This is an optimization exercise on Yosys and OpenROAD, whose aim is small area, not a production implementation.
Only simulation tests tie the RTL to the original design; equivalence was not proved.
No activity file was given, so power comes from the tool's default toggle rates.

## ChipInterface
module ChipInterface
  (output logic [6:0] HEX7, HEX6,
  output logic [7:0] LEDG,
  input logic [17:0] SW,
  input logic [3:0] KEY,
  input logic CLOCK_50);
Settings: LEC_CHECK=0, CAP_MARGIN=20, CORE_MARGIN=2, CORE_UTILIZATION=40, SLEW_MARGIN=20; clock period 12.0 ns.
standard.sh (not shown) runs the stock make flow with config.mk's settings and CLKGATE_MAP_FILE= SYNTH_SCRIPT=/design/flow/synth_recipe.tcl, a recipe that flattens the netlist after the stock synthesis.
==> flow/flow/run.sh <==
#!/bin/bash
# Own layout flow: the standard flow, with
#  - synthesis mapped by an area-oriented abc script and no adder-cell extraction
#    (registers are mapped exactly as in the standard synthesis, before abc),
#  - port buffers made of buf_1 cells,
#  - clock tree synthesis without dummy loads.
set -euo pipefail
W=$PWD
export ADDER_MAP_FILE=
export AREA_ABC_SCRIPT=$W/flow/area.abc
export BUFFER_PORTS_ARGS="-buffer_cell sky130_fd_sc_hd__buf_1"
export CTS_ARGS="-sink_clustering_enable -repair_clock_nets -dont_use_dummy_load"
cat flow/abc_override.tcl synth_recipe.tcl > own_synth.tcl
sed "s#SYNTH_SCRIPT=[^ ']*#SYNTH_SCRIPT=$W/own_synth.tcl#" standard.sh > own_standard.sh
grep -q "SYNTH_SCRIPT=$W/own_synth.tcl" own_standard.sh
bash own_standard.sh > own_flow.log 2>&1
==> flow/flow/abc_override.tcl <==
# Run Yosys's abc with an area-oriented script (flow/area.abc) in place of ORFS's speed script.
proc abc {args} {
  set i [lsearch -exact $args -script]
  if { $i >= 0 } {
    lset args [expr { $i + 1 }] $::env(AREA_ABC_SCRIPT)
  }
  yosys abc {*}$args
}
==> flow/flow/area.abc <==
strash
&get -n
&st
&dch -f
&nf -R 1000
&put
topo
Edit:
--- a/flow/flow/run.sh
+++ b/flow/flow/run.sh
@@ -10,5 +10,5 @@
 export AREA_ABC_SCRIPT=$W/flow/area.abc
 export BUFFER_PORTS_ARGS="-buffer_cell sky130_fd_sc_hd__buf_1"
-export CTS_ARGS="-sink_clustering_enable -repair_clock_nets -dont_use_dummy_load"
+export CTS_ARGS="-sink_clustering_enable -repair_clock_nets -dont_use_dummy_load -buf_list sky130_fd_sc_hd__clkbuf_4"
 cat flow/abc_override.tcl synth_recipe.tcl > own_synth.tcl
 sed "s#SYNTH_SCRIPT=[^ ']*#SYNTH_SCRIPT=$W/own_synth.tcl#" standard.sh > own_standard.sh
==> flow/flow/abc_override.tcl (replaced) <==
# Run Yosys's abc with an area-oriented script (flow/area.abc) in place of ORFS's speed script,
# and without a delay target, so that abc maps for area.
proc abc {args} {
  set i [lsearch -exact $args -script]
  if { $i >= 0 } {
    lset args [expr { $i + 1 }] $::env(AREA_ABC_SCRIPT)
  }
  set i [lsearch -exact $args -D]
  if { $i >= 0 } {
    set args [lreplace $args $i [expr { $i + 1 }]]
  }
  puts "abc override: $args"
  yosys abc {*}$args
}
Effect:
- total power shrinks by a few percent
- sequential share of layout area grows by 0.65 points
- area after synthesis does not change
- critical path depth stays the same
- non-clock buffer count stays the same
Edit:
--- a/flow/flow/run.sh
+++ b/flow/flow/run.sh
@@ -10,5 +10,5 @@
 export AREA_ABC_SCRIPT=$W/flow/area.abc
 export BUFFER_PORTS_ARGS="-buffer_cell sky130_fd_sc_hd__buf_1"
-export CTS_ARGS="-sink_clustering_enable -repair_clock_nets -dont_use_dummy_load -buf_list sky130_fd_sc_hd__clkbuf_4"
+export CTS_ARGS="-repair_clock_nets -dont_use_dummy_load -buf_list sky130_fd_sc_hd__clkbuf_8 -root_buf sky130_fd_sc_hd__clkbuf_8"
 cat flow/abc_override.tcl synth_recipe.tcl > own_synth.tcl
 sed "s#SYNTH_SCRIPT=[^ ']*#SYNTH_SCRIPT=$W/own_synth.tcl#" standard.sh > own_standard.sh
==> flow/flow/abc_override.tcl (replaced) <==
# Run Yosys's abc with an area-oriented script (flow/area.abc) in place of ORFS's speed script.
proc abc {args} {
  set i [lsearch -exact $args -script]
  if { $i >= 0 } {
    lset args [expr { $i + 1 }] $::env(AREA_ABC_SCRIPT)
  }
  yosys abc {*}$args
}
Outcome: Maximum frequency rose slightly. Routed wire length barely changes. Total power went up by a few percent. Count of clock-buffer cells in the layout stays the same. Synthesized area is unchanged. Via count is lower slightly.

afterwards: timing with drivers on the ports:
The results above use ideal ports. As a check the final layouts listed here were re-extracted and re-timed, cells and wires unchanged. Step 1 assumes that a clkbuf_16 drives the clock port and a buf_2 every other input. Step 2 adds t to the input delays and takes it off the output delays; t is the mean of the earliest and latest rising clock arrival at the registers after step 1. Input paths then give back, and output paths get back, about the clock's delay inside the block. Slacks: ideal ports / drivers / drivers and shift; pairs: ideal ports / drivers.
| run | t (ns) | slack for setup (ns) | worst slew at a driven data input, ns |
|---|---|---|---|
| the first run | 0.294 | 5.112 / 5.088 / 5.382 | 0.03 |
| the second run | 0.345 | 5.036 / 5.013 / 5.358 | 0.03 |
| the third run | 0.294 | 5.112 / 5.088 / 5.382 | 0.03 |
After both steps every run listed still meets setup and hold.
